From an optimization exercise on the open Yosys and OpenROAD flow, aimed at small area, a short achievable clock period and few clock cycles; shortcuts taken in it are not production practice. Function was checked by simulation only, so behaviour that the tests miss may differ from the original.

==> build 13: inputs <==
Design geofence, start of the top module:
module geofence (clk, reset, X, Y, valid, is_inside);
input               clk;
input               reset;
input       [9:0]   X;
input       [9:0]   Y;
output  reg         valid;
output  reg         is_inside;
reg     [3:0]   cnt;         
reg     [9:0]   PX, PY;
reg signed [10:0] VX, VY;    
reg signed [11:0] VD;        
reg signed [10:0] LX, LY, RX, RY;
reg             deg;         
wire signed [10:0] dx = {1'b0, X} - {1'b0, PX};
wire signed [10:0] dy = {1'b0, Y} - {1'b0, PY};
wire signed [11:0] dd = {1'b0, PX} - {1'b0, X} + {1'b0, Y} - {1'b0, PY};
wire a_neg, a_zero, b_neg, b_zero;
cross_pair u_ab (.lx(LX), .ly(LY), .rx(RX), .ry(RY), .vx(VX), .vy(VY), .d(VD),
                 .a_neg(a_neg), .a_zero(a_zero), .b_neg(b_neg), .b_zero(b_zero));
wire a_pos = ~a_neg & ~a_zero;
wire b_pos = ~b_neg & ~b_zero;
wire v_zero = ~(|VX) & ~(|VY);
wire opp = (|LX) ? (VX[10] ^ LX[10]) : (VY[10] ^ LY[10]);
wire first = (cnt == 4'd2);
wire step  = (cnt >= 4'd2) && (cnt <= 4'd7);
wire cov_now = v_zero | (~a_pos & ~b_pos & (~deg | opp));
always @(posedge clk or posedge reset) begin
    if (reset) begin
        cnt   <= 4'd0;
        valid <= 1'b0;
    end else begin
        cnt   <= (cnt == 4'd8) ? 4'd0 : cnt + 4'd1;
        valid <= (cnt == 4'd7);
    end
end
always @(posedge clk) begin
    if (cnt == 4'd0) begin
        PX <= X;
  ...
==> flow/config.mk <==
export PLATFORM = sky130hd
export DESIGN_NAME = geofence
export DESIGN_NICKNAME = geofence
export VERILOG_FILES = /design/flow/design.v
export SDC_FILE = /design/flow/constraint.sdc
export NUM_CORES = 4
export LEC_CHECK = 0
export CAP_MARGIN = 20
export CORE_MARGIN = 2
export CORE_UTILIZATION = 40
export PLACE_DENSITY = 0.6
export SETUP_SLACK_MARGIN = 5
export SLEW_MARGIN = 20
==> flow/constraint.sdc <==
create_clock -name core_clock -period 10.0 [get_ports {clk}]
set_input_delay 2.0000 -clock core_clock [delete_from_list [all_inputs] [get_ports {clk}]]
set_output_delay 2.0000 -clock core_clock [all_outputs]
set_load 0.01 [all_outputs]
standard.sh (not shown) runs the stock make flow with config.mk's settings and CLKGATE_MAP_FILE= SYNTH_SCRIPT=/design/flow/synth_recipe.tcl, a recipe that flattens the netlist after the stock synthesis.
==> flow/flow/run.sh <==
#!/bin/bash
# Standard ORFS layout, with one extra step between synthesis and floorplan:
# flow/polfix.py rewrites the synthesized netlist (same registers, same
# function) to drop the inverters between full adders and to turn half
# adders with an unused output into plain gates.
set -euo pipefail
bash standard.sh synth > synth.log 2>&1
R=orfs/results/${FLOW_PLATFORM}/geofence/base
cp $R/1_2_yosys.v 1_2_yosys.orig.v
python3 flow/polfix.py $R/1_2_yosys.v > polfix.log 2>&1
bash standard.sh finish > finish.log 2>&1
Other scripts of this flow, unchanged in this note and not shown: flow/flow/polfix.py
==> trial 30 (differences from build 13) <==
- SETUP_SLACK_MARGIN: 5 -> 3
==> trial 3 (differences from build 13) <==
- ABC_AREA: not set -> 1
==> notes <==
- Trial 30 ran to the end with no violations. Trial 3 finished with timing, DRC and antenna clean. Build 13 finished clean.
- Routed wire length, lowest first: trial 30, build 13, trial 3.
- Against trial 3, the final cell count of trial 30 is smaller by about 6%.
- First-iteration DRC count: trial 30 < build 13 < trial 3.
- Between trial 3 and trial 30, the lower core utilization is in trial 30 (gap 6.1 points).
- Of trial 3 and build 13, trial 3 has the higher worst hold slack (gap 0.026 ns).
- The lowest register-to-register slack belongs to trial 30, the highest to trial 3.
- Between trial 3 and trial 30, the lower area after synthesis is in trial 3 (gap about 8%, measured against trial 30).
==> figures <==
| item | trial 3 | trial 30 | build 13 |
|---|---|---|---|
| Highest fanout seen on the critical path | 17 | 13 | 13 |
| Routed len/inst | 26.1 um | 23.9 um | 23.9 um |
| Worst R2R End | RX[8]$_DFFE_PP_ | RY[5]$_DFFE_PP_ | LY[7]$_DFFE_PP_ |
| Well Taps | 511 | 532 | 532 |
| Fraction of final layout cells with drive strength greater than 1 | 22.3% | 8.09% | 17.8% |
| Die Outline Area | 39800 sq um | 43100 sq um | 43100 sq um |
| Launch point of the worst reg-to-reg path | VX[5]$_DFF_P_ | RY[5]$_DFFE_PP_ | VD[6]$_DFF_P_ |
| Result of the run | finished clean | finished clean | finished clean |
| Crit share post-route | 53.9% | 66.9% | 57.9% |
| Gate count of the mapped netlist | 1811 | 1792 | 1792 |
| Crit path launch | VX[5]$_DFF_P_ | RY[5]$_DFFE_PP_ | VD[6]$_DFF_P_ |
| Synthesis-to-layout area growth | 22.0% | 7.10% | 16.4% |
| Area of the core | 37700 sq um | 40900 sq um | 40900 sq um |
| Clock slew at the register clock pins of the worst setup and hold paths | 0.07 ns | 0.08 ns | 0.08 ns |
| Sequential share of cell area | 15.1% | 15.6% | 14.5% |
| Initial cell density of the core | 40.5% | 40.5% | 40.5% |
Testbench counts of build 13, summed over its fixed seeds: cycles 28,800.
Testbench counts of trial 30, summed over its fixed seeds: cycles 28,800.
Testbench counts of trial 3, summed over its fixed seeds: cycles 28,800.

==> job 7629 <==
Starting RTL as in the previous note.
==> flow/config.mk <==
export PLATFORM = sky130hd
export DESIGN_NAME = geofence
export DESIGN_NICKNAME = geofence
export VERILOG_FILES = /design/flow/design.v
export SDC_FILE = /design/flow/constraint.sdc
export NUM_CORES = 4
export LEC_CHECK = 0
export CAP_MARGIN = 0
export CORE_MARGIN = 2
export CORE_UTILIZATION = 40
export PLACE_DENSITY = 0.6
export SETUP_SLACK_MARGIN = 5
export SLEW_MARGIN = 0
==> flow/constraint.sdc <==
create_clock -name core_clock -period 10.0 [get_ports {clk}]
set_input_delay 2.0000 -clock core_clock [delete_from_list [all_inputs] [get_ports {clk}]]
set_output_delay 2.0000 -clock core_clock [all_outputs]
set_load 0.01 [all_outputs]
Scripts as last shown in full above: flow/flow/run.sh
Other scripts of this flow, unchanged in this note and not shown: flow/flow/polfix.py
==> job 2085 (differences from job 7629) <==
--- a/flow/config.mk
+++ b/flow/config.mk
@@ -7,7 +7,8 @@
 export LEC_CHECK = 0
-export CAP_MARGIN = 0
+export ABC_AREA = 1
+export CAP_MARGIN = 20
 export CORE_MARGIN = 2
 export CORE_UTILIZATION = 40
-export PLACE_DENSITY = 0.6
+export PLACE_DENSITY = 0.5
 export SETUP_SLACK_MARGIN = 5
-export SLEW_MARGIN = 0
+export SLEW_MARGIN = 20
==> comparison <==
Of job 7629 and job 2085, job 2085 has the higher critical path depth (gap 2). In job 7629 the utilization is lower than in job 2085, by 3.5 points. Against job 7629, the synthesized cell count of job 2085 is larger by 1.1%. Against job 7629, the final area of job 2085 is lower by 1.2%.
Testbench counts of job 7629, summed over its fixed seeds: cycles 28,800.
Testbench counts of job 2085, summed over its fixed seeds: cycles 28,800.

==> trial 90: inputs <==
geofence, a different RTL version from the one above (not shown whole).
clock: 10.0 ns
lec_check: 0
cap_margin: 20
core_margin: 2
core_utilization: 40
place_density: 0.6
setup_slack_margin: 5
slew_margin: 20
==> flow/flow/polfix.py <==
#!/usr/bin/env python3
"""Clean up a Yosys gate netlist (sky130hd) without changing its function
or its registers:
  * a half adder whose SUM (COUT) drives nothing becomes an and2 (xor2);
  * full adders are self-dual (inverting all three inputs inverts both
    outputs), so each full adder may be flipped; the flips are chosen by
    local search to need as few inverters as possible, and the inverters
    are then rebuilt, one per net that needs its inverse.
usage: polfix.py netlist.v  (rewritten in place)"""
import re, sys

path = sys.argv[1]
txt = open(path).read()
m = re.search(r'\n\s*sky130_fd_sc_hd__', txt)
head, body = txt[:m.start() + 1], txt[m.start() + 1:]
end = body.rindex('endmodule')
tail = body[end:]
body = body[:end]
cell_re = re.compile(r'\s*(sky130_fd_sc_hd__\w+)\s+(\\\S+ |\S+)\s*\((.*?)\);\s*', re.S)
pin_re = re.compile(r'\.(\w+)\(\s*((?:\\\S+ )|[^()\s]+)\s*\)')
cells = []
pos = 0
while pos < len(body):
    mm = cell_re.match(body, pos)
    if not mm:
        raise SystemExit(f"cannot parse near: {body[pos:pos+200]!r}")
    typ, name, pins = mm.group(1), mm.group(2), mm.group(3)
    cells.append({"type": typ, "name": name, "pins": {p: n.strip() if not n.startswith('\\') else n
                                                      for p, n in pin_re.findall(pins)}})
    pos = mm.end()

ports = set()
mh = re.search(r'module\s+\w+\s*\((.*?)\);', head, re.S)
for p in mh.group(1).split(','):
    ports.add(p.strip())
def is_port(n):
    base = n.split('[')[0].strip()
    return base in ports

OUTS = {"X", "Y", "Q", "Q_N", "SUM", "COUT", "HI", "LO"}
def norm(n):
    return n.strip()

def loads_of():
    ld = {}
    for i, c in enumerate(cells):
        for p, n in c["pins"].items():
            if p not in OUTS:
                ld.setdefault(norm(n), []).append((i, p))
    return ld

# 1. half adders with one output unused
ld = loads_of()
nha = 0
for c in cells:
    if re.fullmatch(r'sky130_fd_sc_hd__ha_\d', c["type"]):
        s, co = c["pins"].get("SUM"), c["pins"].get("COUT")
        if s is not None and norm(s) not in ld and not is_port(s):
            c["type"] = "sky130_fd_sc_hd__and2_1"
            c["pins"] = {"A": c["pins"]["A"], "B": c["pins"]["B"], "X": co}
            nha += 1
        elif co is not None and norm(co) not in ld and not is_port(co):
            c["type"] = "sky130_fd_sc_hd__xor2_1"
            c["pins"] = {"A": c["pins"]["A"], "B": c["pins"]["B"], "X": s}
            nha += 1

# 2. full adder polarity
drv = {}
for i, c in enumerate(cells):
    for p, n in c["pins"].items():
        if p in OUTS:
            drv[norm(n)] = (i, p)
ld = loads_of()
isinv = lambda c: re.fullmatch(r'sky130_fd_sc_hd__inv_\d+', c["type"]) is not None
isfa = lambda c: re.fullmatch(r'sky130_fd_sc_hd__fa_\d+', c["type"]) is not None
removable = set()
for i, c in enumerate(cells):
    if isinv(c) and not is_port(c["pins"]["A"]) and not is_port(c["pins"]["Y"]):
        removable.add(i)
def resolve(n):
    n = norm(n); pol = 0
    seen = 0
    while n in drv and drv[n][0] in removable:
        n = norm(cells[drv[n][0]]["pins"]["A"]); pol ^= 1
        seen += 1
        if seen > 100: raise SystemExit("inverter loop")
    return n, pol
# every load pin of a kept cell, with the root net and polarity it wants
reqs = []     # (cell, pin, root, pol)
for i, c in enumerate(cells):
    if i in removable: continue
    for p, n in c["pins"].items():
        if p in OUTS: continue
        r, pol = resolve(n)
        reqs.append((i, p, r, pol))
before_inv = len(removable)
fa_ids = [i for i, c in enumerate(cells) if isfa(c)]
flip = {i: 0 for i in fa_ids}
by_root = {}
for k, (i, p, r, pol) in enumerate(reqs):
    by_root.setdefault(r, []).append(k)
def root_phys(r):
    d = drv.get(r)
    if d and d[0] in flip: return flip[d[0]]
    return 0
def need(k):
    i, p, r, pol = reqs[k]
    return pol ^ flip.get(i, 0) ^ root_phys(r)
def root_cost(r):
    return 1 if any(need(k) for k in by_root.get(r, [])) else 0
fa_roots = {}
for i in fa_ids:
    rs = set()
    for p in ("A", "B", "CIN"):
        rs.add(resolve(cells[i]["pins"][p])[0])
    for p in ("SUM", "COUT"):
        if p in cells[i]["pins"]: rs.add(norm(cells[i]["pins"][p]))
    fa_roots[i] = rs
total0 = sum(root_cost(r) for r in by_root)
improved = True
it = 0
while improved and it < 50:
    improved = False; it += 1
    for i in fa_ids:
        rs = fa_roots[i]
        b = sum(root_cost(r) for r in rs)
        flip[i] ^= 1
        a = sum(root_cost(r) for r in rs)
        if a < b:
            improved = True
        else:
            flip[i] ^= 1
# simulated annealing on top of the greedy result
import random, math
rng = random.Random(1)
cur = sum(root_cost(r) for r in by_root)
best = cur; best_flip = dict(flip)
T = 2.0
steps = 200000
for st in range(steps):
    i = fa_ids[rng.randrange(len(fa_ids))]
    rs = fa_roots[i]
    b = sum(root_cost(r) for r in rs)
    flip[i] ^= 1
    a = sum(root_cost(r) for r in rs)
    d = a - b
    if d <= 0 or rng.random() < math.exp(-d / T):
        cur += d
        if cur < best:
            best = cur; best_flip = dict(flip)
    else:
        flip[i] ^= 1
    T = max(0.02, 2.0 * (1 - st / steps))
flip.update(best_flip)
total1 = sum(root_cost(r) for r in by_root)
# rebuild
newcells = [c for i, c in enumerate(cells) if i not in removable]
idx_map = {}
j = 0
for i in range(len(cells)):
    if i not in removable:
        idx_map[i] = j; j += 1
invnet = {}
extra_wires = []
for r, ks in by_root.items():
    if any(need(k) for k in ks):
        nn = f"polfix_n{len(invnet)}"
        invnet[r] = nn
        extra_wires.append(nn)
        newcells.append({"type": "sky130_fd_sc_hd__inv_1", "name": f"polfix_inv{len(invnet)}",
                         "pins": {"A": r, "Y": nn}})
for k, (i, p, r, pol) in enumerate(reqs):
    c = newcells[idx_map[i]]
    c["pins"][p] = invnet[r] if need(k) else r
# nets that were only inverter outputs and now float are simply unused wires
def esc(n):
    n = n.strip()
    return n + " " if n.startswith("\\") else n
out = [head.rstrip('\n')]
for w in extra_wires:
    out.append(f"  wire {w};")
for c in newcells:
    pins = ",\n".join(f"    .{p}({esc(n)})" for p, n in c["pins"].items())
    out.append(f"  {c['type']} {c['name']} (\n{pins}\n  );")
out.append(tail)
open(path, "w").write("\n".join(out))
print(f"polfix: {nha} half adders reduced, inverters {before_inv} -> {total0} (merged) -> {total1}, "
      f"{sum(flip.values())} of {len(fa_ids)} full adders flipped, {it} passes")
Scripts as last shown in full above: flow/flow/run.sh
==> build 56 (differences from trial 90) <==
--- a/flow/flow/polfix.py
+++ b/flow/flow/polfix.py
@@ -66,3 +66,5 @@
 
-# 2. full adder polarity
+# 2. polarity: full adders may be flipped (self-dual); 2-input AND-family
+# gates may flip inputs and/or output (De Morgan, cell swap); XOR-family
+# gates absorb input inversions and may flip their output for free.
 drv = {}
@@ -75,2 +77,11 @@
 isfa = lambda c: re.fullmatch(r'sky130_fd_sc_hd__fa_\d+', c["type"]) is not None
+ANDF = {"sky130_fd_sc_hd__and2_1": (0, 0), "sky130_fd_sc_hd__nand2_1": (0, 1),
+        "sky130_fd_sc_hd__nor2_1": (1, 0), "sky130_fd_sc_hd__or2_1": (1, 1)}
+ANDF_BY = {v: k for k, v in ANDF.items()}
+XORF = {"sky130_fd_sc_hd__xor2_1": 0, "sky130_fd_sc_hd__xnor2_1": 1}
+INV_AREA = 3.7536
+OUTPIN = {"sky130_fd_sc_hd__and2_1": "X", "sky130_fd_sc_hd__or2_1": "X", "sky130_fd_sc_hd__xor2_1": "X",
+          "sky130_fd_sc_hd__nand2_1": "Y", "sky130_fd_sc_hd__nor2_1": "Y", "sky130_fd_sc_hd__xnor2_1": "Y"}
+def andf_area(i1, o1):
+    return 3.7536 if (i1 ^ o1) else 6.256
 removable = set()
@@ -87,3 +98,10 @@
     return n, pol
-# every load pin of a kept cell, with the root net and polarity it wants
+kind = {}
+for i, c in enumerate(cells):
+    if i in removable: continue
+    if isfa(c): kind[i] = "fa"
+    elif c["type"] in ANDF and set(c["pins"]) in ({"A", "B", "X"}, {"A", "B", "Y"}): kind[i] = "and"
+    elif c["type"] in XORF and set(c["pins"]) in ({"A", "B", "X"}, {"A", "B", "Y"}): kind[i] = "xor"
+fi = {i: 0 for i in kind}
+fo = {i: 0 for i in kind}
 reqs = []     # (cell, pin, root, pol)
@@ -96,4 +114,2 @@
 before_inv = len(removable)
-fa_ids = [i for i, c in enumerate(cells) if isfa(c)]
-flip = {i: 0 for i in fa_ids}
 by_root = {}
@@ -103,44 +119,51 @@
     d = drv.get(r)
-    if d and d[0] in flip: return flip[d[0]]
+    if d and d[0] in fo: return fo[d[0]]
     return 0
+def mismatch(k):
+    i, p, r, pol = reqs[k]
+    return pol ^ fi.get(i, 0) ^ root_phys(r)
 def need(k):
-    i, p, r, pol = reqs[k]
-    return pol ^ flip.get(i, 0) ^ root_phys(r)
+    if kind.get(reqs[k][0]) == "xor": return 0
+    return mismatch(k)
 def root_cost(r):
-    return 1 if any(need(k) for k in by_root.get(r, [])) else 0
-fa_roots = {}
-for i in fa_ids:
+    return INV_AREA if any(need(k) for k in by_root.get(r, [])) else 0.0
+def cell_cost(i):
+    if kind.get(i) == "and":
+        i0, o0 = ANDF[cells[i]["type"]]
+        return andf_area(i0 ^ fi[i], o0 ^ fo[i])
+    return 0.0
+touch = {}
+for i in kind:
     rs = set()
-    for p in ("A", "B", "CIN"):
-        rs.add(resolve(cells[i]["pins"][p])[0])
-    for p in ("SUM", "COUT"):
-        if p in cells[i]["pins"]: rs.add(norm(cells[i]["pins"][p]))
-    fa_roots[i] = rs
-total0 = sum(root_cost(r) for r in by_root)
-improved = True
-it = 0
-while improved and it < 50:
-    improved = False; it += 1
-    for i in fa_ids:
-        rs = fa_roots[i]
-        b = sum(root_cost(r) for r in rs)
-        flip[i] ^= 1
-        a = sum(root_cost(r) for r in rs)
-        if a < b:
-            improved = True
-        else:
-            flip[i] ^= 1
-# simulated annealing on top of the greedy result
+    for p, n in cells[i]["pins"].items():
+        if p in OUTS: rs.add(norm(n))
+        else: rs.add(resolve(n)[0])
+    touch[i] = rs
+var_ids = list(kind)
+def total():
+    return sum(root_cost(r) for r in by_root) + sum(cell_cost(i) for i in kind)
+cost0 = total()
 import random, math
 rng = random.Random(1)
-cur = sum(root_cost(r) for r in by_root)
-best = cur; best_flip = dict(flip)
-T = 2.0
-steps = 200000
+def move(i, which):
+    if kind[i] == "fa":
+        fi[i] ^= 1; fo[i] ^= 1
+    elif kind[i] == "and":
+        if which == 0: fi[i] ^= 1
+        elif which == 1: fo[i] ^= 1
+        else: fi[i] ^= 1; fo[i] ^= 1
+    else:
+        fo[i] ^= 1
+def local(i):
+    return sum(root_cost(r) for r in touch[i]) + cell_cost(i)
+cur = cost0; best = cur
+best_state = (dict(fi), dict(fo))
+steps = 300000
 for st in range(steps):
-    i = fa_ids[rng.randrange(len(fa_ids))]
-    rs = fa_roots[i]
-    b = sum(root_cost(r) for r in rs)
-    flip[i] ^= 1
-    a = sum(root_cost(r) for r in rs)
+    T = max(0.05, 4.0 * (1 - st / steps))
+    i = var_ids[rng.randrange(len(var_ids))]
+    w = rng.randrange(3)
+    b = local(i)
+    move(i, w)
+    a = local(i)
     d = a - b
@@ -148,9 +171,8 @@
         cur += d
-        if cur < best:
-            best = cur; best_flip = dict(flip)
-    else:
-        flip[i] ^= 1
-    T = max(0.02, 2.0 * (1 - st / steps))
-flip.update(best_flip)
-total1 = sum(root_cost(r) for r in by_root)
+        if cur < best - 1e-9:
+            best = cur; best_state = (dict(fi), dict(fo))
+    else:
+        move(i, w)
+fi.update(best_state[0]); fo.update(best_state[1])
+cost1 = total()
 # rebuild
@@ -171,5 +193,29 @@
                          "pins": {"A": r, "Y": nn}})
+xpar = {}
 for k, (i, p, r, pol) in enumerate(reqs):
     c = newcells[idx_map[i]]
-    c["pins"][p] = invnet[r] if need(k) else r
+    if kind.get(i) == "xor":
+        c["pins"][p] = r
+        xpar[i] = xpar.get(i, 0) ^ mismatch(k)
+    else:
+        c["pins"][p] = invnet[r] if need(k) else r
+nswap = 0
+for i, kd in kind.items():
+    c = newcells[idx_map[i]]
+    if kd == "and":
+        i0, o0 = ANDF[c["type"]]
+        t = ANDF_BY[(i0 ^ fi[i], o0 ^ fo[i])]
+    elif kd == "xor":
+        t0 = XORF[c["type"]]
+        t1 = t0 ^ fo[i] ^ xpar.get(i, 0)
+        t = "sky130_fd_sc_hd__xnor2_1" if t1 else "sky130_fd_sc_hd__xor2_1"
+    else:
+        continue
+    if t != c["type"]:
+        nswap += 1
+        onet = c["pins"].get("X", c["pins"].get("Y"))
+        c["pins"] = {"A": c["pins"]["A"], "B": c["pins"]["B"],
+                     OUTPIN[t]: onet}
+        c["type"] = t
+total0 = cost0; total1 = cost1
 # nets that were only inverter outputs and now float are simply unused wires
@@ -186,3 +232,3 @@
 open(path, "w").write("\n".join(out))
-print(f"polfix: {nha} half adders reduced, inverters {before_inv} -> {total0} (merged) -> {total1}, "
-      f"{sum(flip.values())} of {len(fa_ids)} full adders flipped, {it} passes")
+print(f"polfix: {nha} half adders reduced, {before_inv} inverters removed, {len(invnet)} rebuilt, "
+      f"{nswap} gates swapped, polarity cost {total0:.1f} -> {total1:.1f} um2")
==> notes.md <==
metric	build 56	trial 90
Largest fanout on the critical path	6	11
Total Die Area	0.0433 mm²	0.0457 mm²
Reg-to-reg setup timing slack	3.76 ns	3.91 ns
Drt via density	5.45	5.18
Mapped cell area	0.0167 mm²	0.0176 mm²
Final worst path period need	6.24 ns	6.09 ns
Detailed placement HPWL	39700 µm	33900 µm
Global routing met1 resource utilization	34.1%	29.6%
Standard cell area after detailed placement	0.0174 mm²	0.0185 mm²
Met2 Track Usage GR	42.8%	40.3%
Synthesized area per cell	10.0 µm²	10.1 µm²
Core area	0.0409 mm²	0.0433 mm²
Sequential cell area share	13.5%	12.5%
Reg-to-reg endpoint	RX[1]$_DFFE_PP_	LX[2]$_DFFE_PP_
Worst-Skew Late Latency	0.36 ns	0.35 ns
Top cell by count, worst path	sky130_fd_sc_hd__fa_2	sky130_fd_sc_hd__fa_1
Count of vias placed by the detailed router	12300	12600
Result of the run	finished clean	finished clean
Testbench counts of trial 90, summed over its fixed seeds: cycles 28,800.
Testbench counts of build 56, summed over its fixed seeds: cycles 28,800.

==> what the ideal ports hide <==
Ports are ideal in the flow. The routed layouts listed here were re-timed in OpenROAD.
Step 1 (the two cells are an assumption about what drives the block):
set clk [get_ports {clk}]
set_driving_cell -lib_cell sky130_fd_sc_hd__clkbuf_16 $clk
set_driving_cell -lib_cell sky130_fd_sc_hd__buf_2 [delete_from_list [all_inputs] $clk]
Step 2 adds t to the input delays and takes it off the output delays; t is the mean of the earliest and latest rising clock arrival at the registers after step 1. Input paths then give back, and output paths get back, about the clock's delay inside the block.
Slacks: ideal ports / drivers / drivers and shift; pairs: ideal ports / drivers.
run	shift t [ns]	setup slack, ns	worst hold slack (ns)
build 13	0.398	4.210 / 4.210 / 4.210	0.465 / 0.465 / 0.465
trial 30	0.404	3.313 / 3.313 / 3.313	0.468 / 0.468 / 0.468
trial 3	0.385	4.608 / 4.608 / 4.608	0.490 / 0.490 / 0.490
job 7629	0.398	4.210 / 4.210 / 4.210	0.465 / 0.465 / 0.465
job 2085	0.389	4.701 / 4.701 / 4.701	0.474 / 0.474 / 0.474
trial 90	0.381	3.908 / 3.908 / 3.908	0.481 / 0.481 / 0.481
build 56	0.401	3.758 / 3.758 / 3.758	0.487 / 0.487 / 0.487
After both steps every run listed still meets setup and hold.
